Context: an optimization exercise on an open-source flow, tuned for small area, a short achievable clock period and few clock cycles. The choices shown serve that exercise and are no tape-out recipe.
Where RTL was checked, it was by simulation tests only, not by an equivalence proof against the original.
No functional check of the RTL was part of runs 4 to 7.
No activity file was given, so power comes from the tool's default toggle rates.

$ cat flow/run.sh
#!/bin/bash
# synth_recipe.tcl (not shown) runs the flow's synth.tcl, then flattens the netlist and writes it again
# the make line also repeats each setting of config.mk as NAME=value (left out here)
make -C /OpenROAD-flow-scripts/flow DESIGN_CONFIG=/design/flow/config.mk WORK_HOME=/design/flow/orfs CLKGATE_MAP_FILE= SYNTH_SCRIPT=/design/flow/synth_recipe.tcl finish
$ cat flow/config.mk
export PLATFORM = sky130hd
export DESIGN_NAME = accelerator_mod
export DESIGN_NICKNAME = accelerator_mod
export VERILOG_FILES = /design/flow/design.v
export SDC_FILE = /design/flow/constraint.sdc
export NUM_CORES = 4
export LEC_CHECK = 0
export CAP_MARGIN = 20
export CORE_MARGIN = 2
export CORE_UTILIZATION = 40
export CTS_CLUSTER_DIAMETER = 80
export CTS_CLUSTER_SIZE = 30
export PLACE_DENSITY = 0.6
export SETUP_SLACK_MARGIN = 0.8
export SLEW_MARGIN = 20
$ cat flow/constraint.sdc
create_clock -name core_clock -period 2.8 [get_ports {pcie_clk}]
set_input_delay 0.5600 -clock core_clock [delete_from_list [all_inputs] [get_ports {pcie_clk}]]
set_output_delay 0.5600 -clock core_clock [all_outputs]
set_load 0.01 [all_outputs]
$ cat flow/design.v
module fifo_axi #(
    parameter DATA_WIDTH = 32,   
    parameter ADDR_WIDTH = 4     
)(
    input  wire                  clk,
    input  wire                  rst_n,
    input  wire [DATA_WIDTH-1:0] din,       
    input  wire                  hold,      
    input  wire                  push,      
    output reg                   full,
    output wire [DATA_WIDTH-1:0] dout,      
    input  wire                  pop,
    output reg                   empty
);
  localparam DEPTH = (1 << ADDR_WIDTH);
  reg [DATA_WIDTH-1:0] fifo_mem [0:DEPTH-1];
  reg [DEPTH-1:0] tail;    
  reg [DEPTH-1:0] head;    
  wire do_push = push && !full;
  wire do_pop  = pop && !empty;
  wire [DEPTH-1:0] tail_nxt = {tail[DEPTH-2:0], tail[DEPTH-1]};
  wire [DEPTH-1:0] head_nxt = {head[DEPTH-2:0], head[DEPTH-1]};
  wire one_left = |(head_nxt & tail);
  wire one_free = |(tail_nxt & head);
  reg [DATA_WIDTH-1:0] rd_or;
  integer i;
  always @(*) begin
    rd_or = {DATA_WIDTH{1'b0}};
    for (i = 0; i < DEPTH; i = i + 1)
      rd_or = rd_or | ({DATA_WIDTH{head[i]}} & fifo_mem[i]);
  end
  assign dout = rd_or;
  genvar g;
  generate
    for (g = 0; g < DEPTH; g = g + 1) begin : g_row
      always @(posedge clk) begin
        if (tail[g] && !hold && !full)
          fifo_mem[g] <= din;
      end
    end
  endgenerate
  always @(posedge clk) begin
    if (!rst_n) begin
      tail  <= {{(DEPTH-1){1'b0}}, 1'b1};
      head  <= {{(DEPTH-1){1'b0}}, 1'b1};
      full  <= 1'b0;
      empty <= 1'b1;
    end else begin
      if (do_push) tail <= tail_nxt;
      if (do_pop)  head <= head_nxt;
      if (do_push && !do_pop) begin
        empty <= 1'b0;
        full  <= one_free;
      end else if (do_pop && !do_push) begin
        full  <= 1'b0;
        empty <= one_left;
      end
    end
  end
endmodule
module axi_pcie_fifo_accel #(
    parameter DATA_WIDTH  = 32,
    parameter ADDR_WIDTH  = 4,
    parameter ADDR_LSB    = 2       
)(
    input  wire         s_axi_aclk,
    input  wire         s_axi_aresetn,
    input  wire [31:0]  s_axi_awaddr,
    input  wire         s_axi_awvalid,
    output reg          s_axi_awready,
    input  wire [31:0]  s_axi_wdata,
    input  wire [3:0]   s_axi_wstrb,
    input  wire         s_axi_wvalid,
    output reg          s_axi_wready,
    output wire [1:0]   s_axi_bresp,
    output reg          s_axi_bvalid,
    input  wire         s_axi_bready,
    input  wire [31:0]  s_axi_araddr,
    input  wire         s_axi_arvalid,
    output reg          s_axi_arready,
    output reg  [31:0]  s_axi_rdata,
    output wire [1:0]   s_axi_rresp,
    output reg          s_axi_rvalid,
    input  wire         s_axi_rready
);
  assign s_axi_bresp = 2'b00;
  assign s_axi_rresp = 2'b00;
  wire fifo_full;
  wire fifo_empty;
  wire [DATA_WIDTH-1:0] fifo_dout;
  reg aw_pend;      
  reg aw_push;      
  reg w_pend;       
  reg b_two;        
  wire aw_hs   = s_axi_awvalid && s_axi_awready;
  wire w_hs    = s_axi_wvalid && s_axi_wready;
  wire aw_have = aw_hs || aw_pend;
  wire w_have  = w_hs || w_pend;
  wire wr_done = aw_have && w_have;
  wire is_push = aw_hs ? (s_axi_awaddr[ADDR_LSB+1:ADDR_LSB] == 2'b00) : aw_push;
  wire b_hs    = s_axi_bvalid && s_axi_bready;
  wire aw_pend_n = aw_have && !w_have;
  wire w_pend_n  = w_have && !aw_have;
  wire b_one_n   = wr_done || (s_axi_bvalid && !b_hs) || b_two;
  wire b_two_n   = wr_done ? (s_axi_bvalid && !b_hs) || b_two : (b_two && !b_hs);
  always @(posedge s_axi_aclk) begin
    if (!s_axi_aresetn) begin
      aw_pend       <= 1'b0;
      w_pend        <= 1'b0;
      b_two         <= 1'b0;
      s_axi_bvalid  <= 1'b0;
      s_axi_awready <= 1'b1;
      s_axi_wready  <= 1'b1;
    end else begin
      aw_pend       <= aw_pend_n;
      w_pend        <= w_pend_n;
      s_axi_bvalid  <= b_one_n;
      b_two         <= b_two_n;
      s_axi_awready <= !aw_pend_n && !b_two_n;
      s_axi_wready  <= !w_pend_n && !b_two_n;
    end
  end
  always @(posedge s_axi_aclk) begin
    if (aw_hs) aw_push <= is_push;
  end
  reg       skid_v;    
  reg [1:0] skid_t;
  wire ar_hs  = s_axi_arvalid && s_axi_arready;
  wire r_free = !s_axi_rvalid || s_axi_rready;
  wire r_load = r_free && (skid_v || ar_hs);
  wire [1:0] r_t = skid_v ? skid_t : s_axi_araddr[ADDR_LSB+1:ADDR_LSB];
  wire t_pop  = (r_t == 2'b01);
  wire t_stat = (r_t == 2'b10);
  wire fifo_pop = r_load && t_pop;
  wire skid_v_n = skid_v ? !r_free : (ar_hs && !r_free);
  always @(posedge s_axi_aclk) begin
    if (!s_axi_aresetn) begin
      s_axi_rvalid  <= 1'b0;
      s_axi_arready <= 1'b1;
      skid_v        <= 1'b0;
    end else begin
      s_axi_rvalid  <= r_load || !r_free;
      s_axi_arready <= !skid_v_n;
      skid_v        <= skid_v_n;
    end
  end
  always @(posedge s_axi_aclk) begin
    if (ar_hs) skid_t <= s_axi_araddr[ADDR_LSB+1:ADDR_LSB];
  end
  wire sel_head = t_pop && !fifo_empty;
  wire sel_dead = t_pop && fifo_empty;
  wire [31:0] r_val = ({32{sel_head}} & fifo_dout)
                    | ({32{sel_dead}} & 32'hDEAD_DEAD)
                    | {30'd0, t_stat && fifo_full, t_stat && fifo_empty};
  always @(posedge s_axi_aclk) begin
    if (r_load) s_axi_rdata <= r_val;
  end
  fifo_axi #(
      .DATA_WIDTH(DATA_WIDTH),
      .ADDR_WIDTH(ADDR_WIDTH)
  ) fifo_inst (
      .clk(s_axi_aclk),
      .rst_n(s_axi_aresetn),
      .din(s_axi_wdata),
      .hold(w_pend),
      .push(wr_done && is_push),
      .full(fifo_full),
      .dout(fifo_dout),
      .pop(fifo_pop),
      .empty(fifo_empty)
  );
endmodule
module accelerator_mod #(
   parameter DATA_W = 32,
   parameter ADDR_W = 4
)(
   input  wire            pcie_clk,           
   input  wire            pcie_rstn,
   input  wire [31:0]     pcie_axi_awaddr,
   input  wire            pcie_axi_awvalid,
   output wire            pcie_axi_awready,
   input  wire [31:0]     pcie_axi_wdata,
   input  wire [3:0]      pcie_axi_wstrb,
   input  wire            pcie_axi_wvalid,
   output wire            pcie_axi_wready,
   output wire [1:0]      pcie_axi_bresp,
   output wire            pcie_axi_bvalid,
   input  wire            pcie_axi_bready,
   input  wire [31:0]     pcie_axi_araddr,
   input  wire            pcie_axi_arvalid,
   output wire            pcie_axi_arready,
   output wire [31:0]     pcie_axi_rdata,
   output wire [1:0]      pcie_axi_rresp,
   output wire            pcie_axi_rvalid,
   input  wire            pcie_axi_rready
);
   axi_pcie_fifo_accel #(
      .DATA_WIDTH (DATA_W),
      .ADDR_WIDTH (ADDR_W)
   ) u_fifo_accel (
      .s_axi_aclk   (pcie_clk),
      .s_axi_aresetn(pcie_rstn),
      .s_axi_awaddr (pcie_axi_awaddr),
      .s_axi_awvalid(pcie_axi_awvalid),
      .s_axi_awready(pcie_axi_awready),
      .s_axi_wdata  (pcie_axi_wdata),
      .s_axi_wstrb  (pcie_axi_wstrb),
      .s_axi_wvalid (pcie_axi_wvalid),
      .s_axi_wready (pcie_axi_wready),
      .s_axi_bresp  (pcie_axi_bresp),
      .s_axi_bvalid (pcie_axi_bvalid),
      .s_axi_bready (pcie_axi_bready),
      .s_axi_araddr (pcie_axi_araddr),
      .s_axi_arvalid(pcie_axi_arvalid),
      .s_axi_arready(pcie_axi_arready),
      .s_axi_rdata  (pcie_axi_rdata),
      .s_axi_rresp  (pcie_axi_rresp),
      .s_axi_rvalid (pcie_axi_rvalid),
      .s_axi_rready (pcie_axi_rready)
   );
endmodule
==> flow_summary.ini, run 1 <==
[power]
p_switching_mw = 3.22
leakage_nw = 7.47
clkPwrFrac_pct = 32.2
vdd.ir_drop.worst_mv = 0.435
p_seq_share_pct = 63.9
p_int_mw = 12.1
p_per_area_nw_per_um2 = 632
switching_share_pct = 21.0
p_comb_share_pct = 3.8

[run_status]
status = timing/DRC/antenna clean

[sta]
setup_viol = 0
slew_headroom_pct = 45.5
fin_crit_ns = 1.99
finalClockSkew_ns = 0.0275
setup_tns_ns = 0
rsz0062_at_grt = yes
whs_ns = 0.323
worst_pin_slew_ns = 0.817
slew_viol_final = 0
period_share_pct = 71.2
finalHoldViolCount = 0
fmax_mhz = 502

[clock_network]
cts_tree = done
htreeDepth = 1
cts.clk_slew.worst_paths_ns = 0.10
cts_num_sinks = 590
cts_buffers = 27
clock-root-buffer = clkbuf_16
clk_latency_ns = 0.61
cts.path.max_buffers = 3

[hold_path]
hp-start = pcie_axi_araddr[2]
min_path_type = in -> reg
holdPathStages = 1
whs_endpoint = u_fifo_accel.skid_t[0]

[die]
initial_utilization_pct = 40.4
core_area_um2 = 52600
chipHeight_um = 235
io_pins = 148
rows = 84
die_w_um = 235
dieArea_um2 = 55000

[global_routing]
grt_pass1_vias = 11400
grt_max_degree = 49
overflow = 0
grt_antenna_before_repair = 2
grt_use_total_pct = 20.3
grt_pass1_wl_um = 80200

[job]
max-cap-violations = 0

[routing]
num_vias = 11800
drt_pre_antenna_iters = 5
drc_errors = 0
drt-wirelength-per-cell_um = 28.9
drtIter0Drc = 1590
viasPerCell = 6.01
wl_um = 56800
postRouteAntennaNets = 0

[yosys]
synth.top_cells.by_count = edfxtp_1, a22oi_1, clkbuf_1
ys_warn_count = 3
synth_enable_flop_cells = 547
synthTopCellsByArea = edfxtp_1, a22oi_1, dfxtp_1, a221oi_1, a22o_1
synth_top_area_share_pct = 77.3
synth.most_common_cell = edfxtp_1
synth-seq-cells = 590
synth.distinct_cells = 48
synth_cells = 1186
synthFlopType = edfxtp_1
seq_area_frac_synth_pct = 81.3
async_flop_share_pct = 0
synth.cell_area_um2 = 21300
yosys.area.top_type = edfxtp_1
syn_avg_cell_area_um2 = 17.9

[final_layout]
fillers = 4475
area_growth_pct = 14.2
nets = 1375
drive_gt1_share_pct = 11.4
final_core_util_pct = 46.2

[critical_path]
path_class = reg -> reg
regToRegSetupSlack_ns = 0.81
r2r_start = u_fifo_accel.skid_v
required_ns = 3.29
arrival_ns = 2.49
startpoint_type = register
cp-end-kind = register
r2r-end = u_fifo_accel.fifo_inst.full
ff2ff_path_depth = 6
worst-path-max-fanout = 6

[placement]
place_hpwl_um = 28000
gp_congestion = 0.803
io_buffer_count = 79
[worst max-delay path, stage by stage (launching register included)]
cell and delay (ns):
dfxtp_1 0.36, or3b_4 0.40, a2111oi_4 0.36, inv_2 0.10, ha_4 0.29, and3b_1 0.17
a32o_1 0.21
[power by group through the flow]
| stage | Sequential (mW) | Combinational [mW] | Clock (mW) |
|---|---|---|---|
| floorplan | 10.0 | 0.222 | 0 |
| global placement | 10.0 | 0.600 | 0 |
| detailed placement | 10.0 | 0.609 | 0 |
| CTS | 9.81 | 0.585 | 5.01 |
| global route | 9.82 | 0.639 | 5.29 |
| finish | 9.81 | 0.589 | 4.94 |
[layout make-up]
type / instances / area, um^2 / share of cell area [%]
Inverter: 4 / 15.0 / 0.0619
Multi-Input combinational cell: 508 / 3640 / 15.0
Clock buffer: 27 / 676 / 2.78
Antenna cell: 1 / 2.50 / 0.0103
Timing Repair Buffer: 136 / 1480 / 6.09
Tap cell: 688 / 861 / 3.55
Clock inverter: 15 / 251 / 1.04
Sequential cell: 590 / 17300 / 71.5
[cell families (layout without fill, tap and decap cells)]
logic type,Yosys count,count (layout),share of synthesized area [%]
AOI/OAI and AO/OA,329,329,12.3
adders and majority gates,1,1,0.0589
buffers and inverters,91,182,1.97
DFF,590,590,81.3
muxes,2,2,0.0942
other,1,5,0.0176
and+or+nand+nor,172,172,4.27
[metal layers]
metal  vias up  wire length [um]  global-route usage (%)
met5         -                 0                       0
li1       5070                 -                       -
met1      6180             24400                    29.2
met3        69              4670                    3.06
met4         0              1060                    3.91
met2       523             26700                    33.2
[placed cells by master, fill, tap and decap left out, types with 2 or more instances in the layout]
master and count:
inv_6 2, nand4_1 24, dfxtp_4 16, nand2_1 28, dfxtp_1 26, and2_1 2
a2111oi_0 12, edfxtp_1 547, bufinv_16 3, conb_1 4, a2111oi_2 2, a21o_1 2
clkinv_16 2, clkdlybuf4s50_1 39, nand3_1 45, clkbuf_16 27, a22o_1 39, buf_4 32
and3_1 11, nor2_1 27, a2111oi_1 6, inv_1 3, inv_8 3, and4_1 2
and2_2 17, dlygate4sd2_1 39, o21ai_0 30, mux2i_1 2, buf_12 21, buf_16 2
a221oi_1 39, a22oi_1 152, a222oi_1 21, a2111oi_4 3, a21bo_2 2, nor2b_1 2
a21oi_1 3, nand3b_1 8, a31oi_1 9
[worst max-delay path by stage]
| stage | from | end | slack (ns) | depth (start not counted) |
|---|---|---|---|---|
| floorplan | pcie_axi_araddr[3] | u_fifo_accel.fifo_inst.full | 0.53 | 6 |
| global placement | pcie_axi_araddr[2] | u_fifo_accel.fifo_inst.full | 0.09 | 7 |
| detailed placement | pcie_axi_araddr[2] | u_fifo_accel.s_axi_rdata[17] | 0.06 | 6 |
| CTS | u_fifo_accel.skid_v | u_fifo_accel.fifo_inst.full | 0.81 | 6 |
| global route | u_fifo_accel.skid_v | u_fifo_accel.fifo_inst.full | 0.72 | 6 |
| finish | u_fifo_accel.skid_v | u_fifo_accel.fifo_inst.full | 0.81 | 6 |
[what timing repair did]
action	4_1_cts	5_1_grt
pin swaps	1	2
endpoints found under the hold margin	0	0
setup buffers	2	3
hold buffers	0	0
setup endpoints to repair	58	18
resized for setup	61	11
[registers in the layout, indices dropped and copies added (netlist names)]
signal	count
u_fifo_accel.aw_push	1
u_fifo_accel.s_axi_arready	1
u_fifo_accel.s_axi_bvalid	1
u_fifo_accel.aw_pend	1
u_fifo_accel.fifo_inst.empty	1
u_fifo_accel.skid_v	1
u_fifo_accel.s_axi_wready	1
u_fifo_accel.fifo_inst.tail	16
u_fifo_accel.s_axi_rvalid	1
u_fifo_accel.fifo_inst.fifo_mem	512
u_fifo_accel.s_axi_rdata	32
u_fifo_accel.fifo_inst.full	1
u_fifo_accel.w_pend	1
u_fifo_accel.s_axi_awready	1
u_fifo_accel.skid_t	2
u_fifo_accel.b_two	1
u_fifo_accel.fifo_inst.head	16
[through the flow]
stage	std cells	power [mW]	area (um^2)	setup WS (ns)
floorplan	1189	10.3	21300	0.528
global placement	1921	10.6	23200	0.0924
detailed placement	1921	10.6	23200	0.0648
CTS	1965	15.4	24200	0.810
global route	1968	15.8	24300	0.721
finish	1969	15.3	24300	0.806
Testbench counts, summed over its fixed seeds: cycles 5,881.
==> run 2, diff against run 1 <==
--- a/flow/config.mk
+++ b/flow/config.mk
@@ -13,3 +13,3 @@
 export PLACE_DENSITY = 0.6
-export SETUP_SLACK_MARGIN = 0.8
+export SETUP_SLACK_MARGIN = 1.3
 export SLEW_MARGIN = 20
==> run 2 against run 1 <==
Still clean on timing, DRC and antenna; first-iteration DRC count increased by 51%; utilization increased by 6.2 points; count of clock-buffer cells in the layout increased by 2; critical path type unchanged.
==> flow_summary.ini, run 2 <==
[sta]
setup_ws_ns = 0.865
slew_viol_final = 0
finalClockSkew_ns = 0.0284
setup_viol = 0
worst_pin_slew_ns = 1.01
slew_headroom_pct = 32.6
setup_tns_ns = 0
rsz0062_at_grt = yes
finalHoldViolCount = 0
fmax_mhz = 517
fin_crit_ns = 1.93
period_share_pct = 69.1
whs_ns = 0.294

[yosys]
synth.distinct_cells = 48
yosys.area.top_type = edfxtp_1
synth_top_area_share_pct = 77.3
async_flop_share_pct = 0
synth.cell_area_um2 = 21300
synthFlopType = edfxtp_1
synth.most_common_cell = edfxtp_1
synthTopCellsByArea = edfxtp_1, a22oi_1, dfxtp_1, a221oi_1, a22o_1
ys_warn_count = 3
synth_enable_flop_cells = 547
synth-seq-cells = 590
synth_cells = 1186
syn_avg_cell_area_um2 = 17.9
seq_area_frac_synth_pct = 81.3
synth.top_cells.by_count = edfxtp_1, a22oi_1, clkbuf_1

[power]
vdd.ir_drop.worst_mv = 0.391
total_power_mw = 15.7
p_per_area_nw_per_um2 = 570
clkPwrFrac_pct = 32.2
p_int_mw = 12.2
switching_share_pct = 22.6
p_switching_mw = 3.55
leakage_nw = 8.84
p_seq_share_pct = 62.5
p_comb_share_pct = 5.3

[global_routing]
grt.met2_usage_pct = 41.3
use_met3_pct = 6.09
top_usage_layer = met2
grt_antenna_before_repair = 3
met1_usage_pct = 34.5
overflow = 0
grt_max_degree = 50
grt_use_total_pct = 25.8
grt_pass1_wl_um = 98700
grt_pass1_vias = 13100

[critical_path]
critPathMaxStageDelay_ns = 0.39
regToRegSetupSlack_ns = 0.87
path_cells = or3b_4, a2111oi_4, inv_2, ha_4, and3b_1, a32o_1
path_class = reg -> reg
critPathSlowestCell = or3b_4
r2r_start = u_fifo_accel.skid_v
cp-end-kind = register
cp-startpoint = u_fifo_accel.skid_v
required_ns = 3.31
arrival_ns = 2.45
path_delay_family = simple AND/OR/NAND/NOR gates
worst-path-max-fanout = 3
startpoint_type = register
critPathBufInv = 1

[final_layout]
largest-register = u_fifo_accel.fifo_inst.fifo_mem
final_common_cell = edfxtp_1
largest_reg_flops = 512
nets = 1548
layout_common_cells = edfxtp_1, a22oi_1, buf_4, buf_12, a22o_1
drive_gt1_share_pct = 32.1
area_growth_pct = 29.6
insertedDiodeCount = 0
top_regs = u_fifo_accel.fifo_inst.fifo_mem (512), u_fifo_accel.s_axi_rdata (32)

[job]
max-cap-violations = 0

[die]
initial_utilization_pct = 40.4
io_pins = 148
chipHeight_um = 235
dieArea_um2 = 55000
rows = 84
core_area_um2 = 52600
die_w_um = 235

[routing]
viasPerCell = 6.31
drt_pre_antenna_iters = 6
drtIter0Drc = 2408
wl_um = 71300
drc_errors = 0
num_vias = 13500
postRouteAntennaNets = 0
drt-wirelength-per-cell_um = 33.3

[clock_network]
cts.path.max_buffers = 3
htreeDepth = 1
cts_num_sinks = 590
clock-root-buffer = clkbuf_16
cts_buffers = 29
clk_latency_ns = 0.62
postCtsHoldBufs = 0
cts_tree = done
cts.clk_slew.worst_paths_ns = 0.10

[hold_path]
min_path_type = in -> reg
hp-start = pcie_axi_araddr[2]

[placement]
gp_congestion = 0.737
io_buffer_count = 79
place_hpwl_um = 29400
post-place-ws_ns = 0.0978

[run_status]
status = timing/DRC/antenna clean
[run 2: cell counts after synthesis]
No cell type changed its count.
[run 2: metal layers]
metal	up-vias	share of wire, %
met5	-	0.043
met4	4	4.2
met3	187	12
met2	928	47
met1	6961	37
li1	5443	-
[run 2: cell type report]
class / count / area, um^2
fillers: 4128 / 25000
flip-flops and latches: 590 / 17400
multi-input cells: 519 / 4520
repair buffers: 296 / 3850
well taps: 688 / 861
clock buffers: 29 / 726
clock inverters: 17 / 218
inverters: 4 / 15.0
[run 2: metrics by stage]
stage / area (um^2) / util [%] / instances
3_5_place_dp: 23200 / 44.2 / 1915
4_1_cts: 27200 / 51.7 / 2132
5_1_grt: 27500 / 52.4 / 2143
2_1_floorplan: 21600 / - / 1189
3_3_place_gp: 23200 / 44.2 / 1915
6_report: 27500 / 52.4 / 2143
[run 2: path summary, 6_finish.rpt]
path | end | cells after the start
setup / recovery | u_fifo_accel.fifo_inst.full | 6
hold / removal | u_fifo_accel.skid_t[0] | 1
setup reg to reg | u_fifo_accel.fifo_inst.full | 6
hold reg to reg | u_fifo_accel.s_axi_bvalid | 1
[run 2: power by group through the flow]
stage	clock, mW	combinational, mW	sequential, mW
6_report	5.06	0.833	9.81
5_1_grt	5.38	0.878	9.83
4_1_cts	5.09	0.800	9.81
3_5_place_dp	0	0.622	10.0
3_3_place_gp	0	0.609	10.0
2_1_floorplan	0	0.253	10.0
[run 2: cells by family (layout without fill, tap and decap cells)]
group                      Yosys count  after routing  share of synthesized area, %
AOI/OAI and AO/OA                  329            329                          12.3
adders and majority gates            1              1                        0.0589
buffers and inverters               91            346                          1.97
DFF                                590            590                          81.3
muxes                                2              2                        0.0942
other                                1              4                        0.0176
and+or+nand+nor                    172            183                          4.27
[run 2: worst reg2reg max path, delay by kind of cell (launching register included)]
family | cells | cell delay, ns
compound gates | 2 | 0.55
buf+inv | 1 | 0.10
simple gates | 2 | 0.55
flops | 1 | 0.35
fa+ha+maj | 1 | 0.28
[run 2: repair_timing]
| item | 4_1_cts | 5_1_grt |
|---|---|---|
| buffers inserted | 149 | 10 |
| setup endpoints to repair | 601 | 390 |
| gates cloned | 22 | 1 |
| resized for setup | 337 | 54 |
| pin swaps | 73 | 64 |
==> run 3, diff against run 2 <==
==> flow/flow/run.sh (new file) <==
#!/bin/bash
# Standard layout, with the port buffers made from plain buffers.
set -o pipefail
echo 'export BUFFER_PORTS_ARGS = -buffer_cell sky130_fd_sc_hd__buf_2' >> config.mk
bash standard.sh > standard.log 2>&1
==> flow/standard.sh (new file) <==
#!/bin/bash
# synth_recipe.tcl (not shown) runs the flow's synth.tcl, then flattens the netlist and writes it again
# the make line also repeats each setting of config.mk as NAME=value (left out here)
make -C /OpenROAD-flow-scripts/flow DESIGN_CONFIG=/design/flow/config.mk WORK_HOME=/design/flow/orfs CLKGATE_MAP_FILE= SYNTH_SCRIPT=/design/flow/synth_recipe.tcl "${@:-finish}"
--- a/flow/config.mk
+++ b/flow/config.mk
@@ -13,3 +13,4 @@
 export PLACE_DENSITY = 0.6
-export SETUP_SLACK_MARGIN = 1.3
+export SETUP_SLACK_MARGIN = 0.8
 export SLEW_MARGIN = 20
+export BUFFER_PORTS_ARGS = -buffer_cell sky130_fd_sc_hd__buf_2
removed: flow/run.sh
==> run 3 against run 2 <==
Utilization down 7.1 points; combinational power is 35% lower; setup slack got worse by 0.011 ns; critical path depth unchanged; clock skew down 0.0037 ns; synthesized cell count unchanged; critical endpoint is now u_fifo_accel.s_axi_rdata[10]; largest cell class unchanged.
==> flow_summary.ini, run 3 <==
[sta]
slew_headroom_pct = 49.7
finalHoldViolCount = 0
fmax_mhz = 514
rsz0062_at_grt = yes
whs_ns = 0.171
finalClockSkew_ns = 0.0246
worst_pin_slew_ns = 0.755
fin_crit_ns = 1.95
setup_tns_ns = 0
setup_viol = 0
period_share_pct = 69.5
slew_viol_final = 0

[critical_path]
cp-end-kind = register
startpoint_type = register
arrival_ns = 2.29
path_cells = buf_12, a22oi_1, nand4_1, a2111oi_2, buf_4, nor2_1
critPathMaxStageDelay_ns = 0.47
path_delay_family = compound AO/OA/AOI/OAI gates
regToRegSetupSlack_ns = 0.85
critPathSlowestCell = dfxtp_2
path_class = reg -> reg
worst-path-max-fanout = 26
critPathBufInv = 2
required_ns = 3.14

[run_status]
status = timing/DRC/antenna clean

[yosys]
synth_enable_flop_cells = 547
syn_avg_cell_area_um2 = 17.9
ys_warn_count = 3
synth.distinct_cells = 48
async_flop_share_pct = 0
synthTopCellsByArea = edfxtp_1, a22oi_1, dfxtp_1, a221oi_1, a22o_1
synth_top_area_share_pct = 77.3
synth-seq-cells = 590
synth.most_common_cell = edfxtp_1
yosys.area.top_type = edfxtp_1
seq_area_frac_synth_pct = 81.3
synth.cell_area_um2 = 21300
synth.top_cells.by_count = edfxtp_1, a22oi_1, clkbuf_1
synthFlopType = edfxtp_1
synth_cells = 1186

[final_layout]
largest_reg_flops = 512
final_common_cell = edfxtp_1
largest-register = u_fifo_accel.fifo_inst.fifo_mem
nets = 1377
top_regs = u_fifo_accel.fifo_inst.fifo_mem (512), u_fifo_accel.s_axi_rdata (32)
drive_gt1_share_pct = 17.6
layout_common_cells = edfxtp_1, a22oi_1, buf_2, nand3_1
area_growth_pct = 12.0
design_area_um2 = 23800

[global_routing]
overflow = 0
grt_antenna_before_repair = 6
grt_max_degree = 35
grt_pass1_wl_um = 79800
grt_pass1_vias = 11500
grt_use_total_pct = 20.2

[routing]
postRouteAntennaNets = 0
drtIter0Drc = 1383
drt_pre_antenna_iters = 8
viasPerCell = 6.00
drt-wirelength-per-cell_um = 28.5
wl_um = 56300
drc_errors = 0
num_vias = 11900

[power]
leakage_nw = 7.38
switching_share_pct = 21.4
vdd.ir_drop.worst_mv = 0.433
p_int_mw = 11.8
clkPwrFrac_pct = 31.1
p_seq_share_pct = 65.3
p_switching_mw = 3.22
p_per_area_nw_per_um2 = 631
p_comb_share_pct = 3.6

[clock_network]
clock-root-buffer = clkbuf_16
postCtsHoldBufs = 0
cts.clk_slew.worst_paths_ns = 0.11
clk_latency_ns = 0.60
htreeDepth = 1
cts_buffers = 27
cts.path.max_buffers = 3
cts_num_sinks = 590
cts_tree = done

[die]
initial_utilization_pct = 40.4
chipHeight_um = 235
core_area_um2 = 52600
die_w_um = 235
rows = 84
dieArea_um2 = 55000
io_pins = 148

[hold_path]
min_path_type = in -> reg

[placement]
place_hpwl_um = 28600
postPlaceCellArea_um2 = 22800
gp_congestion = 0.777
io_buffer_count = 79

[job]
max-cap-violations = 0
[run 3: cell counts after synthesis]
No cell type changed its count.
[run 3: final timing paths]
path / end / cells after the start / from
setup reg to reg: u_fifo_accel.s_axi_rdata[10] / 6 / u_fifo_accel.fifo_inst.head[10]
setup / recovery: u_fifo_accel.s_axi_rdata[10] / 6 / u_fifo_accel.fifo_inst.head[10]
hold reg to reg: u_fifo_accel.fifo_inst.tail[3] / 2 / u_fifo_accel.fifo_inst.tail[3]
hold / removal: u_fifo_accel.skid_t[0] / 1 / pcie_axi_araddr[2]
[run 3: what timing repair did]
item | CTS | global route
pin swaps | 3 | 4
resized for setup | 15 | 15
endpoints found under the setup margin | 22 | 16
setup buffers | 3 | 2
[run 3: routing by layer]
metal | GRT usage, % | part of all wire (%)
met1 | 28.8 | 43
met2 | 33.0 | 48
met4 | 5.23 | 2.5
met3 | 2.42 | 6.7
met5 | 0 | 0.092
[run 3: layout make-up]
type / instances / area, um^2
fill: 4521 / 28700
sequential: 590 / 17300
tap: 688 / 861
timing repair buffer: 138 / 1110
antenna: 2 / 5.00
inverter: 4 / 15.0
multi-input combinational: 508 / 3630
clock inverter: 16 / 166
clock buffer: 30 / 687
[run 3: through the flow]
stage	util [%]	setup WS (ns)	cells	power, mW
final	45.3	0.854	1976	15.0
after global routing	45.3	0.762	1975	15.5
after CTS	45.2	0.712	1972	15.1
after detailed placement	43.4	0.408	1923	10.6
after global placement	43.4	0.412	1923	10.5
after floorplan	-	0.528	1189	10.3
[run 3: logic make-up (layout without fill, tap and decap cells)]
| kind of cell | count (synthesis) | after routing | share of synthesized area [%] |
|---|---|---|---|
| flip-flops | 590 | 590 | 81.3 |
| adder cells (fa/ha/maj) | 1 | 1 | 0.0589 |
| AND/OR/NAND/NOR | 172 | 172 | 4.27 |
| AO/OA/AOI/OAI | 329 | 329 | 12.3 |
| other | 1 | 6 | 0.0176 |
| multiplexers | 2 | 2 | 0.0942 |
| buffers and inverters | 91 | 188 | 1.97 |
[run 3: worst register-to-register path, delay by kind of cell (launching register included)]
kind / cells / cell delay, ns
compound gates: 2 / 0.62
buf+inv: 2 / 0.44
flops: 1 / 0.47
simple gates: 2 / 0.17
[run 3: power groups by stage]
stage / clock [mW] / sequential, mW / combinational (mW)
finish: 4.68 / 9.80 / 0.541
detailed placement: 0 / 10.0 / 0.535
floorplan: 0 / 10.0 / 0.222
CTS: 4.75 / 9.81 / 0.538
global route: 5.07 / 9.82 / 0.589
global placement: 0 / 10.0 / 0.524
==> run 4, diff against run 3 <==
--- a/flow/design.v
+++ b/flow/design.v
@@ -50,9 +50,4 @@
       if (do_pop)  head <= head_nxt;
-      if (do_push && !do_pop) begin
-        empty <= 1'b0;
-        full  <= one_free;
-      end else if (do_pop && !do_push) begin
-        full  <= 1'b0;
-        empty <= one_left;
-      end
+      full  <= (full && !do_pop) || (do_push && !do_pop && one_free);
+      empty <= (empty && !do_push) || (do_pop && !do_push && one_left);
     end
@@ -99,3 +94,4 @@
   wire wr_done = aw_have && w_have;
-  wire is_push = aw_hs ? (s_axi_awaddr[ADDR_LSB+1:ADDR_LSB] == 2'b00) : aw_push;
+  wire aw_is0  = (s_axi_awaddr[ADDR_LSB+1:ADDR_LSB] == 2'b00);
+  wire push    = (aw_hs && aw_is0 && w_have) || (aw_pend && aw_push && w_hs);
   wire b_hs    = s_axi_bvalid && s_axi_bready;
@@ -123,13 +119,15 @@
   always @(posedge s_axi_aclk) begin
-    if (aw_hs) aw_push <= is_push;
-  end
-  reg       skid_v;    
-  reg [1:0] skid_t;
+    if (aw_hs) aw_push <= aw_is0;
+  end
+  reg skid_v;      
+  reg skid_pop;    
+  reg skid_stat;   
   wire ar_hs  = s_axi_arvalid && s_axi_arready;
+  wire ar_pop  = (s_axi_araddr[ADDR_LSB+1:ADDR_LSB] == 2'b01);
+  wire ar_stat = (s_axi_araddr[ADDR_LSB+1:ADDR_LSB] == 2'b10);
   wire r_free = !s_axi_rvalid || s_axi_rready;
   wire r_load = r_free && (skid_v || ar_hs);
-  wire [1:0] r_t = skid_v ? skid_t : s_axi_araddr[ADDR_LSB+1:ADDR_LSB];
-  wire t_pop  = (r_t == 2'b01);
-  wire t_stat = (r_t == 2'b10);
-  wire fifo_pop = r_load && t_pop;
+  wire t_pop  = skid_v ? skid_pop : ar_pop;
+  wire t_stat = skid_v ? skid_stat : ar_stat;
+  wire fifo_pop = r_free && (skid_v ? skid_pop : (ar_hs && ar_pop));
   wire skid_v_n = skid_v ? !r_free : (ar_hs && !r_free);
@@ -147,3 +145,6 @@
   always @(posedge s_axi_aclk) begin
-    if (ar_hs) skid_t <= s_axi_araddr[ADDR_LSB+1:ADDR_LSB];
+    if (ar_hs) begin
+      skid_pop  <= ar_pop;
+      skid_stat <= ar_stat;
+    end
   end
@@ -155,3 +156,3 @@
   always @(posedge s_axi_aclk) begin
-    if (r_load) s_axi_rdata <= r_val;
+    s_axi_rdata <= ({32{r_load}} & r_val) | ({32{!r_load}} & s_axi_rdata);
   end
@@ -165,3 +166,3 @@
       .hold(w_pend),
-      .push(wr_done && is_push),
+      .push(push),
       .full(fifo_full),
==> run 4 against run 3 <==
Still clean; non-clock buffer count grew 8; total power up 3.2%; clock skew shrank 0.0053 ns; synthesized cell count up 0.76%.
==> flow_summary.ini, run 4 <==
[final_layout]
nets = 1395
final_common_cell = edfxtp_1
multi_input_area_um2 = 3800
final_core_util_pct = 44.9
area_growth_pct = 11.7
regArea_um2 = 17300
fillers = 4610
finalNonFillerCells = 2005
drive_gt1_share_pct = 19.1
layout_common_cells = edfxtp_1, a22oi_1, buf_2, buf_4, nand3_1
largest-register = u_fifo_accel.fifo_inst.fifo_mem
largest_reg_flops = 512
top_regs = u_fifo_accel.fifo_inst.fifo_mem (512), u_fifo_accel.fifo_inst.head (16), u_fifo_accel.fifo_inst.tail (16)

[power]
vdd.ir_drop.worst_mv = 0.526
leakage_nw = 7.51
p_per_area_nw_per_um2 = 644

[die]
dieArea_um2 = 55800
die_w_um = 236
initial_utilization_pct = 40.2
chipHeight_um = 236
core_area_um2 = 53600
io_pins = 148
rows = 85

[job]
max-cap-violations = 0

[clock_network]
cts_num_sinks = 590
cts_setup_buffers = 0
cts_buffers = 29
clk_latency_ns = 0.61
cts_tree = done
htreeDepth = 1
postCtsHoldBufs = 0
cts.path.max_buffers = 3
cts.clk_slew.worst_paths_ns = 0.11
clock-root-buffer = clkbuf_16

[yosys]
synthTopCellsByArea = edfxtp_1, a22oi_1, dfxtp_1, a221oi_1, a22o_1
ys_warn_count = 3
synth.cell_area_um2 = 21600
synth_top_area_share_pct = 76.2
synth.top_cells.by_count = edfxtp_1, a22oi_1, dfxtp_1
synth_cells = 1195
yosys.area.top_type = edfxtp_1
synth.distinct_cells = 53
async_flop_share_pct = 0
synthFlopType = edfxtp_1
synth.most_common_cell = edfxtp_1
synth_enable_flop_cells = 547
seq_area_frac_synth_pct = 80.1
synth-seq-cells = 590
syn_avg_cell_area_um2 = 18.0

[routing]
viasPerCell = 6.02
drt-wirelength-per-cell_um = 28.9
drtIter0Drc = 1507
drc_errors = 0
wl_um = 57800
num_vias = 12100
drt_pre_antenna_iters = 5
postRouteAntennaNets = 0

[hold_path]
min_path_type = in -> reg

[critical_path]
startpoint_type = register
critPathSlowestCell = dfxtp_4
required_ns = 3.16
worst-path-max-fanout = 28
critPathMaxStageDelay_ns = 0.52
arrival_ns = 2.31
path_cells = buf_4, a22oi_1, nand4_1, a2111oi_0, nor2_1
cp-end-kind = register
path_class = reg -> reg

[global_routing]
grt_pass1_vias = 11900
grt.met2_usage_pct = 34.5
use_met3_pct = 3.18
grt_antenna_before_repair = 3
met1_usage_pct = 28.3
grt_use_total_pct = 20.4
grt_max_degree = 38
top_usage_layer = met2
overflow = 0
grt_pass1_wl_um = 83500

[sta]
period_share_pct = 69.8
finalHoldViolCount = 0
slew_viol_final = 0
slew_headroom_pct = 41.1
finalClockSkew_ns = 0.0193
fin_crit_ns = 1.95
worst_pin_slew_ns = 0.883
fmax_mhz = 512
setup_viol = 0
setup_tns_ns = 0
rsz0062_at_grt = yes

[placement]
gp_congestion = 0.820
place_hpwl_um = 31500
dp_cells = 1953
io_buffer_count = 79

[run_status]
status = timing/DRC/antenna clean
## run 4: changes by cell type after synthesis, sizes merged, moves of 9 or more
cell	delta
a21boi	+15
buf	+44
mux2i	+15
clkbuf	-44
a22oi	+12
o21ai	-9
## run 4: metal layers
| metal | part of all wire [%] | vias to the layer above |
|---|---|---|
| li1 | - | 5135 |
| met3 | 7.8 | 53 |
| met4 | 1.4 | 2 |
| met2 | 49 | 503 |
| met1 | 42 | 6371 |
| met5 | 0.024 | - |
## run 4: final cells by class
| cell class | instances | share of cell area [%] |
|---|---|---|
| Inverter | 8 | 0.135 |
| Timing Repair Buffer | 146 | 4.51 |
| Sequential cell | 590 | 72.0 |
| Antenna cell | 2 | 0.0208 |
| Clock buffer | 29 | 3.01 |
| Clock inverter | 21 | 0.961 |
| Multi-Input combinational cell | 513 | 15.8 |
| Tap cell | 696 | 3.61 |
## run 4: path summary, 6_finish.rpt
check | start | endpoint | slack, ns | cells past startpoint
worst max register to register | u_fifo_accel.fifo_inst.head[6] | register | 0.85 | 5
worst min-delay path | pcie_axi_bready | u_fifo_accel.s_axi_wready | 0.23 | 3
worst min register to register | u_fifo_accel.fifo_inst.tail[15] | u_fifo_accel.fifo_inst.tail[15] | 0.51 | 2
worst max-delay path | u_fifo_accel.fifo_inst.head[6] | register | 0.85 | 5
## run 4: report_power, final
part	switching (mW)	internal (mW)	total (mW)
Sequential	0.0734	9.75	9.83
Combinational	0.483	0.227	0.710
Clock	2.93	2.04	4.98
Total	3.49	12.0	15.5
## run 4: through the flow
| step | worst slack (ns) | instance area [um^2] | hold slack [ns] | power [mW] |
|---|---|---|---|---|
| 6_report | 0.847 | 24100 | 0.229 | 15.5 |
| 5_1_grt | 0.770 | 24100 | 0.232 | 16.0 |
| 4_1_cts | 0.716 | 24100 | 0.213 | 15.6 |
| 3_5_place_dp | 0.600 | 23100 | 0.489 | 10.7 |
| 3_3_place_gp | 0.658 | 23100 | 0.489 | 10.7 |
| 2_1_floorplan | 0.815 | 21600 | 0.461 | 10.4 |
## run 4: critical path, delay by kind of cell (launching register included)
kind            cells  cell delay (ns)
compound gates      2             0.70
flops               1             0.52
buf+inv             1             0.26
simple gates        2             0.19
## run 4: logic make-up (layout without fill, tap and decap cells)
family	count (synthesis)	count (layout)	synth area share, %
AO/OA/AOI/OAI	335	335	12.6
multiplexers	17	17	0.789
buffers and inverters	95	204	2.59
AND/OR/NAND/NOR	157	157	3.90
flip-flops	590	590	80.1
other	1	6	0.0174
## run 4: what timing repair did
action,CTS,global route
pin swaps,1,0
endpoints found under the setup margin,61,23
resized for setup,17,8
cloned,0,0
==> run 5, diff against run 4 <==
--- a/flow/config.mk
+++ b/flow/config.mk
@@ -9,6 +9,6 @@
 export CORE_MARGIN = 2
-export CORE_UTILIZATION = 40
+export CORE_UTILIZATION = 65
 export CTS_CLUSTER_DIAMETER = 80
 export CTS_CLUSTER_SIZE = 30
-export PLACE_DENSITY = 0.6
+export PLACE_DENSITY = 0.75
 export SETUP_SLACK_MARGIN = 0.8
==> run 5 against run 4 <==
Combinational power up 2%; sequential share of layout area up 1.8 points; area after synthesis stayed put; total power is 4.9% lower; routed wire length fell by 6.9%; sequential cell count did not move; die area fell by 38%; register-to-register slack worse by 0.05 ns; largest power group unchanged; still clean on timing, DRC and antenna.
==> flow_summary.ini, run 5 <==
[final_layout]
layout_common_cells = edfxtp_1, a22oi_1, buf_2, buf_4, nand3_1
top_regs = u_fifo_accel.fifo_inst.fifo_mem (512), u_fifo_accel.fifo_inst.head (16), u_fifo_accel.fifo_inst.tail (16)
finalNonFillerCells = 1738
multi_input_area_um2 = 3810
largest_reg_flops = 512
fillers = 1953
drive_gt1_share_pct = 17.3
nets = 1383
largest-register = u_fifo_accel.fifo_inst.fifo_mem
area_growth_pct = 9.00
final_common_cell = edfxtp_1
regArea_um2 = 17300

[clock_network]
cts_num_sinks = 590
cts.clk_slew.worst_paths_ns = 0.11
cts.path.max_buffers = 3
cts_tree = done
clk_latency_ns = 0.57
clock-root-buffer = clkbuf_16
cts_buffers = 24
htreeDepth = 1

[yosys]
synth_top_area_share_pct = 76.2
synth-seq-cells = 590
yosys.area.top_type = edfxtp_1
ys_warn_count = 3
synth.most_common_cell = edfxtp_1
synth_enable_flop_cells = 547
synthFlopType = edfxtp_1
synth.distinct_cells = 53
synth_cells = 1195
syn_avg_cell_area_um2 = 18.0
synth.top_cells.by_count = edfxtp_1, a22oi_1, dfxtp_1
synthTopCellsByArea = edfxtp_1, a22oi_1, dfxtp_1, a221oi_1, a22o_1
async_flop_share_pct = 0
synth.cell_area_um2 = 21600
seq_area_frac_synth_pct = 80.1

[placement]
place_hpwl_um = 28300
io_buffer_count = 79
dp_cells = 1687
gp_congestion = 0.866

[critical_path]
regToRegSetupSlack_ns = 0.80
path_class = reg -> reg
critPathMaxStageDelay_ns = 0.56
path_cells = a222oi_1, nand3_1, a2111oi_1, nor2_1
ff2ff_path_depth = 4
r2r_start = u_fifo_accel.fifo_inst.head[7]
required_ns = 3.10
cp-end-kind = register
arrival_ns = 2.30
worst-path-max-fanout = 36
critPathSlowestCell = dfxtp_4
startpoint_type = register

[routing]
dr_wl_met2_um = 25800
drt-wirelength-per-cell_um = 31.0
met3WireLength_um = 6880
viasPerCell = 7.19
wl_um = 53800
drt_pre_antenna_iters = 6
num_vias = 12500
highest_layer = met5
drc_errors = 0
drtIter0Drc = 2143
postRouteAntennaNets = 0
wl_met1_um = 19500

[hold_path]
min_path_type = in -> reg
hp-start = pcie_axi_bready
holdPathStages = 3
whs_endpoint = u_fifo_accel.s_axi_awready

[global_routing]
grt_max_degree = 37
grt_use_total_pct = 31.0
grt_pass1_wl_um = 75900
overflow = 0
grt_antenna_before_repair = 3
grt_pass1_vias = 11800

[die]
chipHeight_um = 186
core_area_um2 = 32600
rows = 66
die_w_um = 186
io_pins = 148
initial_utilization_pct = 66.1
dieArea_um2 = 34700

[sta]
slew_headroom_pct = 38.3
fin_crit_ns = 2.00
worst_pin_slew_ns = 0.925
finalHoldViolCount = 0
slew_viol_final = 0
setup_viol = 0
rsz0062_at_grt = yes
setup_tns_ns = 0
period_share_pct = 71.5
fmax_mhz = 499
finalClockSkew_ns = 0.0256

[power]
leakage_nw = 7.36
p_per_area_nw_per_um2 = 627
vdd.ir_drop.worst_mv = 0.548

[run_status]
status = timing/DRC/antenna clean

[job]
max-cap-violations = 0
[run 5: cell count changes in the layout (fill, tap and decap cells not counted), sizes merged]
cell	change
buf	-7
clkbuf	+10
clkinv	-8
clkinvlp	-1
inv	-7
[run 5: kinds of logic after synthesis]
group | count (synthesis) | share of synthesized area (%)
AOI/OAI and AO/OA | 335 | 12.6
buffers and inverters | 95 | 2.59
DFF | 590 | 80.1
muxes | 17 | 0.789
other | 1 | 0.0174
and+or+nand+nor | 157 | 3.90
[run 5: power by group]
part	internal (mW)	total, mW	switching (mW)	leakage (nW)
sequential	9.75	9.82	0.0655	5.36
combinational	0.239	0.724	0.486	1.65
clock	1.72	4.20	2.48	0.349
[run 5: worst max-delay path: cells and delay by family (launching register included)]
family / cells / cell delay, ns
AO/OA/AOI/OAI: 2 / 0.86
AND/OR/NAND/NOR: 2 / 0.32
flip-flops: 1 / 0.56
[run 5: what timing repair did]
item	4_1_cts	5_1_grt
setup endpoints to repair	44	53
pin swaps	0	1
buffers inserted	0	5
hold buffers	0	0
gates resized for setup	14	20
[run 5: cell type report]
cell class | instances | area share [%]
Clock buffer | 39 | 2.88
Clock inverter | 5 | 0.202
Tap cell | 442 | 2.35
Sequential cell | 590 | 73.8
Antenna cell | 2 | 0.0213
Timing Repair Buffer | 139 | 4.40
Multi-Input combinational cell | 513 | 16.2
Inverter | 8 | 0.138
[run 5: metal layers]
metal	global-route usage, %	vias up
met5	0	-
met4	10.1	4
met3	4.54	137
met2	49.6	979
met1	45.1	6272
li1	-	5112
[run 5: how the worst max path moves through the flow]
stage,startpoint,to,slack [ns],depth (start not counted)
final,u_fifo_accel.fifo_inst.head[7],register,0.80,4
after global routing,u_fifo_accel.fifo_inst.head[6],register,0.76,5
after CTS,u_fifo_accel.fifo_inst.head[8],register,0.81,5
after detailed placement,pcie_axi_arvalid,u_fifo_accel.fifo_inst.head[6],0.65,7
after global placement,u_fifo_accel.fifo_inst.head[7],register,0.67,4
after floorplan,u_fifo_accel.fifo_inst.full,u_fifo_accel.fifo_inst.fifo_mem[10][0],0.82,3
[run 5: through the flow]
stage | worst slack [ns] | cell area, um^2 | power (mW) | utilization (%) | hold slack [ns]
floorplan | 0.815 | 21600 | 10.4 | - | 0.461
global route | 0.758 | 23500 | 15.1 | 72.1 | 0.282
detailed placement | 0.652 | 22600 | 10.7 | 69.3 | 0.511
global placement | 0.672 | 22600 | 10.7 | 69.3 | 0.497
CTS | 0.809 | 23400 | 14.7 | 71.6 | 0.248
finish | 0.797 | 23500 | 14.7 | 72.1 | 0.261
==> run 6, diff against run 5 <==
--- a/flow/design.v
+++ b/flow/design.v
@@ -44,3 +44,3 @@
       tail  <= {{(DEPTH-1){1'b0}}, 1'b1};
-      head  <= {{(DEPTH-1){1'b0}}, 1'b1};
+      head  <= {DEPTH{1'b0}};
       full  <= 1'b0;
@@ -49,3 +49,6 @@
       if (do_push) tail <= tail_nxt;
-      if (do_pop)  head <= head_nxt;
+      if (do_push && empty)
+        head <= tail;
+      else if (do_pop)
+        head <= (one_left && !do_push) ? {DEPTH{1'b0}} : head_nxt;
       full  <= (full && !do_pop) || (do_push && !do_pop && one_free);
@@ -150,9 +153,7 @@
   end
-  wire sel_head = t_pop && !fifo_empty;
-  wire sel_dead = t_pop && fifo_empty;
-  wire [31:0] r_val = ({32{sel_head}} & fifo_dout)
-                    | ({32{sel_dead}} & 32'hDEAD_DEAD)
-                    | {30'd0, t_stat && fifo_full, t_stat && fifo_empty};
-  always @(posedge s_axi_aclk) begin
-    s_axi_rdata <= ({32{r_load}} & r_val) | ({32{!r_load}} & s_axi_rdata);
+  wire [31:0] pop_val = fifo_dout | ({32{fifo_empty}} & 32'hDEAD_DEAD);
+  wire [31:0] r_val = t_pop ? pop_val
+                            : {30'd0, t_stat && fifo_full, t_stat && fifo_empty};
+  always @(posedge s_axi_aclk) begin
+    if (r_load) s_axi_rdata <= r_val;
   end
--- a/flow/config.mk
+++ b/flow/config.mk
@@ -9,6 +9,6 @@
 export CORE_MARGIN = 2
-export CORE_UTILIZATION = 65
+export CORE_UTILIZATION = 40
 export CTS_CLUSTER_DIAMETER = 80
 export CTS_CLUSTER_SIZE = 30
-export PLACE_DENSITY = 0.75
+export PLACE_DENSITY = 0.6
 export SETUP_SLACK_MARGIN = 0.8
==> run 6 against run 5 <==
Non-clock buffer count rose by 45; total power rose by 2.1%; critical path depth rose by 2; first-iteration DRC count fell by 26%; still clean; largest cell class unchanged; clock skew rose by 0.010 ns; critical path type unchanged.
==> flow_summary.ini, run 6 <==
[run_status]
status = timing/DRC/antenna clean

[yosys]
synth_compound_area_share_pct = 12.6
seq_area_frac_synth_pct = 81.2
synth_top_family_by_area = compound AO/OA/AOI/OAI gates
synth_cells = 1180
synthFlopType = edfxtp_1
synth-seq-cells = 590
syn_avg_cell_area_um2 = 18.1
synth.top_cells.by_count = edfxtp_1, a22oi_1, clkbuf_1
synth_mux_area_share_pct = 0.805
synthTopCellsByArea = edfxtp_1, a22oi_1, dfxtp_1, a221oi_1, a22o_1
synth.cell_area_um2 = 21300
async_flop_share_pct = 0
synth_top_area_share_pct = 77.1
synth-simple-area-share_pct = 3.78
synthAdderAreaFrac_pct = 0
synth.distinct_cells = 40
synth_xor_area_share_pct = 0
synth_enable_flop_cells = 547
synth.most_common_cell = edfxtp_1
yosys.area.top_type = edfxtp_1
ys_warn_count = 3

[clock_network]
cts_num_sinks = 590
clk_latency_ns = 0.62
postCtsHoldBufs = 0
cts.clk_slew.worst_paths_ns = 0.10
cts.path.max_buffers = 3
clock-root-buffer = clkbuf_16
cts_buffers = 27
htreeDepth = 1
cts_tree = done

[power]
vdd.ir_drop.worst_mv = 0.440
p_per_area_nw_per_um2 = 618
leakage_nw = 7.81

[final_layout]
layout_common_cells = edfxtp_1, a22oi_1, buf_2, buf_4, nor2_1
drive_gt1_share_pct = 20.5
final_core_util_pct = 46.3
largest-register = u_fifo_accel.fifo_inst.fifo_mem
final_common_cell = edfxtp_1
top_regs = u_fifo_accel.fifo_inst.fifo_mem (512), u_fifo_accel.s_axi_rdata (32)
largest_reg_flops = 512
nets = 1419
area_growth_pct = 14.4

[critical_path]
r2r_start = u_fifo_accel.fifo_inst.head[12]
r2r-end = u_fifo_accel.fifo_inst.head[14]
cp-end-kind = register
regToRegSetupSlack_ns = 0.82
arrival_ns = 2.49
ff2ff_path_depth = 6
critPathBufInv = 1
path_cells = a22o_1, a221oi_1, nand4_1, a211oi_4, buf_6, o2bb2ai_1
startpoint_type = register
worst-path-max-fanout = 13
critPathMaxStageDelay_ns = 0.46
path_class = reg -> reg
cp-startpoint = u_fifo_accel.fifo_inst.head[12]
path_delay_family = compound AO/OA/AOI/OAI gates
critPathSlowestCell = dfxtp_4
required_ns = 3.31

[sta]
whs_ns = 0.216
finalClockSkew_ns = 0.0360
worst_pin_slew_ns = 0.596
slew_viol_final = 0
period_share_pct = 70.7
setup_viol = 0
fin_crit_ns = 1.98
rsz0062_at_grt = no
slew_headroom_pct = 59.2
finalHoldViolCount = 0
setup_tns_ns = 0
fmax_mhz = 505

[global_routing]
grt_use_total_pct = 20.4
grt_antenna_before_repair = 5
grt_pass1_vias = 12000
grt_max_degree = 36
overflow = 0
grt_pass1_wl_um = 83400

[hold_path]
hp-start = pcie_rstn
whs_endpoint = u_fifo_accel.fifo_inst.tail[0]
min_path_type = in -> reg
holdPathStages = 2

[die]
rows = 84
core_area_um2 = 52700
io_pins = 148
dieArea_um2 = 55100
chipHeight_um = 235
die_w_um = 235
initial_utilization_pct = 40.5

[routing]
viasPerCell = 6.11
drc_errors = 0
postRouteAntennaNets = 0
drt-wirelength-per-cell_um = 29.2
drtIter0Drc = 1584
wl_um = 58800
drt_pre_antenna_iters = 7
num_vias = 12300

[job]
max-cap-violations = 0

[placement]
io_buffer_count = 79
gp_congestion = 0.790
place_hpwl_um = 30900
## run 6: cell count changes after synthesis, sizes merged, moves of 13 or more
cell	change
a21boi	-16
buf	-50
clkbuf	+47
nand2	-13
nand3	-15
nor2	+19
o21ai	-15
o2bb2ai	+13
## run 6: worst max-delay path by stage
stage	endpoint	slack (ns)	cells past startpoint
5_1_grt	u_fifo_accel.fifo_inst.head[14]	0.75	6
4_1_cts	u_fifo_accel.s_axi_rdata[11]	0.77	6
6_report	u_fifo_accel.fifo_inst.head[14]	0.82	6
3_5_place_dp	u_fifo_accel.s_axi_rdata[11]	0.58	5
3_3_place_gp	u_fifo_accel.fifo_inst.head[6]	0.63	7
2_1_floorplan	u_fifo_accel.fifo_inst.head[12]	0.72	7
## run 6: power breakdown
group | leakage [nW] | total [mW] | switching [mW] | internal (mW)
clock | 0.420 | 4.80 | 2.83 | 1.97
sequential | 5.36 | 9.78 | 0.0554 | 9.73
combinational | 2.03 | 0.476 | 0.336 | 0.140
## run 6: metrics by stage
stage | total power [mW] | instance area (um^2) | worst slack [ns] | instances
finish | 15.1 | 24400 | 0.819 | 2013
CTS | 15.1 | 24000 | 0.769 | 1984
global placement | 10.5 | 23000 | 0.626 | 1938
global route | 15.4 | 24400 | 0.750 | 2012
detailed placement | 10.5 | 23000 | 0.578 | 1938
floorplan | 10.2 | 21300 | 0.716 | 1183
## run 6: logic make-up after synthesis
kind of cell,after synthesis
AOI/OAI and AO/OA,332
DFF,590
other,1
muxes,17
and+or+nand+nor,153
buffers and inverters,87
## run 6: what timing repair did
item | 4_1_cts | 5_1_grt
cloned | 0 | 1
pin swaps | 0 | 5
gates resized for setup | 19 | 20
buffers inserted | 5 | 27
endpoints found under the setup margin | 40 | 33
## run 6: layout make-up
class                      count  area [um^2]
fill                        4446        28300
sequential                   590        17300
multi-input combinational    506         3750
timing repair buffer         184         1540
tap                          688          861
clock buffer                  27          676
clock inverter                14          189
inverter                       3         11.3
antenna                        1         2.50
## run 6: metal layers
metal / global-route usage [%] / part of all wire [%] / wire length (um)
met1: 29.0 / 41 / 24400
met2: 33.9 / 47 / 27800
met3: 2.64 / 8.8 / 5170
met4: 4.10 / 2.3 / 1370
met5: 0 / 0.049 / 29
==> run 7, diff against run 6 <==
--- a/flow/design.v
+++ b/flow/design.v
@@ -10,3 +10,4 @@
     output reg                   full,
-    output wire [DATA_WIDTH-1:0] dout,      
+    output wire [DATA_WIDTH-1:0] dout_lo,   
+    output wire [DATA_WIDTH-1:0] dout_hi,   
     input  wire                  pop,
@@ -24,11 +25,16 @@
   wire one_free = |(tail_nxt & head);
-  reg [DATA_WIDTH-1:0] rd_or;
-  integer i;
-  always @(*) begin
-    rd_or = {DATA_WIDTH{1'b0}};
-    for (i = 0; i < DEPTH; i = i + 1)
-      rd_or = rd_or | ({DATA_WIDTH{head[i]}} & fifo_mem[i]);
-  end
-  assign dout = rd_or;
+  wire [DATA_WIDTH-1:0] pair_n [0:DEPTH/2-1];
   genvar g;
+  generate
+    for (g = 0; g < DEPTH/2; g = g + 1) begin : g_pair
+      fifo_aoi22 #(.W(DATA_WIDTH)) u_aoi (
+          .a(fifo_mem[2*g]), .sa(head[2*g]),
+          .b(fifo_mem[2*g+1]), .sb(head[2*g+1]),
+          .y(pair_n[g]));
+    end
+  endgenerate
+  fifo_nand4 #(.W(DATA_WIDTH)) u_lo (
+      .a(pair_n[0]), .b(pair_n[1]), .c(pair_n[2]), .d(pair_n[3]), .y(dout_lo));
+  fifo_nand4 #(.W(DATA_WIDTH)) u_hi (
+      .a(pair_n[4]), .b(pair_n[5]), .c(pair_n[6]), .d(pair_n[7]), .y(dout_hi));
   generate
@@ -58,2 +64,24 @@
 endmodule
+module fifo_aoi22 #(
+    parameter W = 32
+)(
+    input  wire [W-1:0] a,
+    input  wire         sa,
+    input  wire [W-1:0] b,
+    input  wire         sb,
+    output wire [W-1:0] y
+);
+  assign y = ~((a & {W{sa}}) | (b & {W{sb}}));
+endmodule
+module fifo_nand4 #(
+    parameter W = 32
+)(
+    input  wire [W-1:0] a,
+    input  wire [W-1:0] b,
+    input  wire [W-1:0] c,
+    input  wire [W-1:0] d,
+    output wire [W-1:0] y
+);
+  assign y = ~(a & b & c & d);
+endmodule
 module axi_pcie_fifo_accel #(
@@ -78,3 +106,3 @@
     output reg          s_axi_arready,
-    output reg  [31:0]  s_axi_rdata,
+    output wire [31:0]  s_axi_rdata,
     output wire [1:0]   s_axi_rresp,
@@ -87,3 +115,4 @@
   wire fifo_empty;
-  wire [DATA_WIDTH-1:0] fifo_dout;
+  wire [DATA_WIDTH-1:0] fifo_dout_lo;
+  wire [DATA_WIDTH-1:0] fifo_dout_hi;
   reg aw_pend;      
@@ -153,8 +182,10 @@
   end
-  wire [31:0] pop_val = fifo_dout | ({32{fifo_empty}} & 32'hDEAD_DEAD);
+  wire [31:0] pop_val = fifo_dout_lo | fifo_dout_hi | ({32{fifo_empty}} & 32'hDEAD_DEAD);
   wire [31:0] r_val = t_pop ? pop_val
                             : {30'd0, t_stat && fifo_full, t_stat && fifo_empty};
-  always @(posedge s_axi_aclk) begin
-    if (r_load) s_axi_rdata <= r_val;
-  end
+  axi_rdata_reg u_rdata (
+      .clk(s_axi_aclk),
+      .d(r_load ? r_val : s_axi_rdata),
+      .q(s_axi_rdata)
+  );
   fifo_axi #(
@@ -169,3 +200,4 @@
       .full(fifo_full),
-      .dout(fifo_dout),
+      .dout_lo(fifo_dout_lo),
+      .dout_hi(fifo_dout_hi),
       .pop(fifo_pop),
@@ -173,2 +205,9 @@
   );
+endmodule
+module axi_rdata_reg (
+    input  wire        clk,
+    input  wire [31:0] d,
+    output reg  [31:0] q
+);
+  always @(posedge clk) q <= d;
 endmodule
--- a/flow/config.mk
+++ b/flow/config.mk
@@ -15,2 +15,3 @@
 export SLEW_MARGIN = 20
+export SYNTH_HIERARCHICAL = 1
 export BUFFER_PORTS_ARGS = -buffer_cell sky130_fd_sc_hd__buf_2
==> run 7 against run 6 <==
Still clean; register-to-register slack improved by 0.04 ns; final cell count grew 6.0%; count of clock-buffer cells in the layout increased by 12; sequential cell count unchanged; total power grew 1.9%; combinational power up 14%; setup slack better by 0.044 ns; die area grew 3.0%; critical path type unchanged; largest power group unchanged.
==> flow_summary.ini, run 7 <==
[power]
p_per_area_nw_per_um2 = 628
vdd.ir_drop.worst_mv = 0.565
leakage_nw = 7.67
total_power_mw = 15.3

[yosys]
synth.top_cells.by_count = edfxtp_1, a22oi_1, nand2_1
synthFlopType = edfxtp_1
seq_area_frac_synth_pct = 77.3
ys_warn_count = 11
synth_cells = 1325
synth-seq-cells = 590
synth_enable_flop_cells = 515
syn_avg_cell_area_um2 = 16.6
synth_top_area_share_pct = 70.5
async_flop_share_pct = 0
synth.distinct_cells = 53
synth.cell_area_um2 = 21900
synthTopCellsByArea = edfxtp_1, a22oi_1, dfxtp_1, nand4_1, nand2_1
yosys.area.top_type = edfxtp_1
synth.most_common_cell = edfxtp_1

[clock_network]
clock-root-buffer = clkbuf_16
postCtsHoldBufs = 0
cts.path.max_buffers = 3
clk_latency_ns = 0.61
htreeDepth = 1
cts_buffers = 28
cts.clk_slew.worst_paths_ns = 0.11
cts_num_sinks = 590
cts_tree = done

[sta]
finalClockSkew_ns = 0.0299
slew_viol_final = 0
setup_ws_ns = 0.864
worst_pin_slew_ns = 0.806
fmax_mhz = 516
period_share_pct = 69.2
finalHoldViolCount = 0
fin_crit_ns = 1.94
rsz0062_at_grt = yes
setup_tns_ns = 0
whs_ns = 0.251
slew_headroom_pct = 46.3
setup_viol = 0

[final_layout]
layout_common_cells = edfxtp_1, a22oi_1, nand2_1, buf_2, nand4_1
largest-register = u_fifo_accel.fifo_inst.fifo_mem
finalNonFillerCells = 2134
fillers = 4719
area_growth_pct = 11.3
largest_reg_flops = 512
drive_gt1_share_pct = 18.8
top_regs = u_fifo_accel.fifo_inst.fifo_mem (512), u_fifo_accel.u_rdata.q (32)
nets = 1522
final_common_cell = edfxtp_1

[critical_path]
endpoint = u_fifo_accel.u_rdata.q[21]
arrival_ns = 2.43
path_cells = buf_4, a22oi_1, nand4_1, o31ai_1, o21ai_1
r2r-end = u_fifo_accel.u_rdata.q[21]
required_ns = 3.29
cp-startpoint = u_fifo_accel.fifo_inst.head[8]
cp.depth = 5
critPathBufInv = 1
startpoint_type = register
regToRegSetupSlack_ns = 0.86
cp-end-kind = register
worst-path-max-fanout = 21
critPathMaxStageDelay_ns = 0.55
ff2ff_path_depth = 5
critPathSlowestCell = dfxtp_2
r2r_start = u_fifo_accel.fifo_inst.head[8]
path_class = reg -> reg
path_delay_family = compound AO/OA/AOI/OAI gates

[run_status]
status = timing/DRC/antenna clean

[global_routing]
grt_pass1_vias = 12500
grt_use_total_pct = 19.3
grt_pass1_wl_um = 81300
overflow = 0
grt_max_degree = 65
grt_antenna_before_repair = 3

[routing]
drt-wirelength-per-cell_um = 26.0
wl_um = 55400
drtIter0Drc = 1271
postRouteAntennaNets = 0
drc_errors = 0
drt_pre_antenna_iters = 5
viasPerCell = 5.92
num_vias = 12600

[placement]
io_buffer_count = 79
place_hpwl_um = 31600
post-place-ws_ns = 0.264
gp_congestion = 0.786
dp_cells = 2076

[die]
rows = 85
die_w_um = 238
io_pins = 148
dieArea_um2 = 56800
chipHeight_um = 238
core_area_um2 = 54000
initial_utilization_pct = 40.6

[job]
max-cap-violations = 0

[hold_path]
min_path_type = in -> reg
run 7: cell count changes after synthesis, moves of 25 or more:
cell and change:
dfxtp_1 +32, nor2_1 -39, buf_2 +33, a22oi_1 +92, nand2_1 +76, edfxtp_1 -32
o21ai_1 +25, a22o_1 -34, a221oi_1 -37, clkbuf_1 -61, nand4_1 +42
run 7: worst min path at each step:
stage,cells past startpoint,startpoint,end
global route,2,pcie_axi_araddr[3],u_fifo_accel.skid_pop
finish,2,pcie_axi_awaddr[3],u_fifo_accel.aw_push
floorplan,2,u_fifo_accel.u_rdata.q[13],u_fifo_accel.u_rdata.q[13]
detailed placement,2,u_fifo_accel.u_rdata.q[24],u_fifo_accel.u_rdata.q[24]
global placement,2,u_fifo_accel.u_rdata.q[17],u_fifo_accel.u_rdata.q[17]
CTS,2,pcie_axi_awaddr[3],u_fifo_accel.aw_push
run 7: per-stage QoR:
stage	utilization (%)	cell area, um^2
2_1_floorplan	-	22000
3_3_place_gp	43.2	23300
3_5_place_dp	43.2	23300
4_1_cts	45.0	24300
5_1_grt	45.2	24400
6_report	45.2	24400
run 7: repair_timing:
action	4_1_cts	5_1_grt
pin swaps	1	3
setup buffers	1	2
setup endpoints to repair	17	18
cloned	1	1
hold endpoints to repair	0	0
gates resized for setup	7	9
run 7: final cells by class:
class	instances	area, um^2	share of cell area [%]
tap	696	871	3.57
antenna	1	2.50	0.0102
inverter	1	3.75	0.0154
clock buffer	39	795	3.25
multi-input combinational	654	4470	18.3
sequential	590	17000	69.6
clock inverter	13	190	0.779
timing repair buffer	140	1100	4.50
run 7: logic make-up (layout without fill, tap and decap cells):
family                 after synthesis  after routing  share of synthesized area [%]
multiplexers                         2              2                          0.103
AO/OA/AOI/OAI                      396            396                           13.6
buffers and inverters               85            193                           2.78
flip-flops                         590            590                           77.3
other                                1              5                         0.0171
AND/OR/NAND/NOR                    251            252                           6.23
run 7: power breakdown:
part | total [mW] | internal (mW) | switching, mW
Sequential | 9.74 | 9.68 | 0.0638
Combinational | 0.541 | 0.161 | 0.379
Clock | 5.06 | 2.14 | 2.92
Total | 15.3 | 12.0 | 3.37
run 7: routing by layer:
metal  up-vias  GRT usage [%]  wire, um
met5         -              0        16
li1       5543              -         -
met1      6555           26.4     23500
met4         2           4.92      1230
met2       456           32.6     27400
met3        76           2.56      3260

-- static timing again, ports no longer ideal --
In the flow no input, the clock included, has a driving cell. The finished layouts below were timed again as built, in two steps. Step 1 sets driving cells, clkbuf_16 on the clock port and buf_2 on the other inputs (assumed; they add their load-dependent delay and slew). Step 2 also shifts input and output timing later by t, the mid clock arrival at the registers, as if the neighbouring blocks saw the same clock. Three values: ideal ports, drivers, drivers and shift; two values: the first two.
run	t (ns)	slack for setup (ns)	latest minus earliest clock arrival (ns)	worst register clock-pin slew, ns	pins driven straight from the clock port
run 1	0.643	0.806 / 0.790 / 0.239	0.031 / 0.031	0.11 / 0.11	1
run 2	0.665	0.865 / 0.865 / 0.348	0.028 / 0.028	0.11 / 0.11	1
run 3	0.644	0.854 / 0.854 / 0.487	0.028 / 0.028	0.11 / 0.11	1
run 4	0.652	0.847 / 0.847 / 0.768	0.028 / 0.028	0.11 / 0.11	1
run 5	0.613	0.797 / 0.797 / 0.635	0.028 / 0.029	0.11 / 0.11	1
run 6	0.659	0.819 / 0.819 / 0.508	0.036 / 0.037	0.11 / 0.11	1
run 7	0.657	0.864 / 0.864 / 0.570	0.033 / 0.033	0.12 / 0.12	1
After both steps every run listed still meets setup and hold. The setup slack of run 1, which loses most, moves by -0.016 ns with the drivers and by -0.567 ns with both steps.
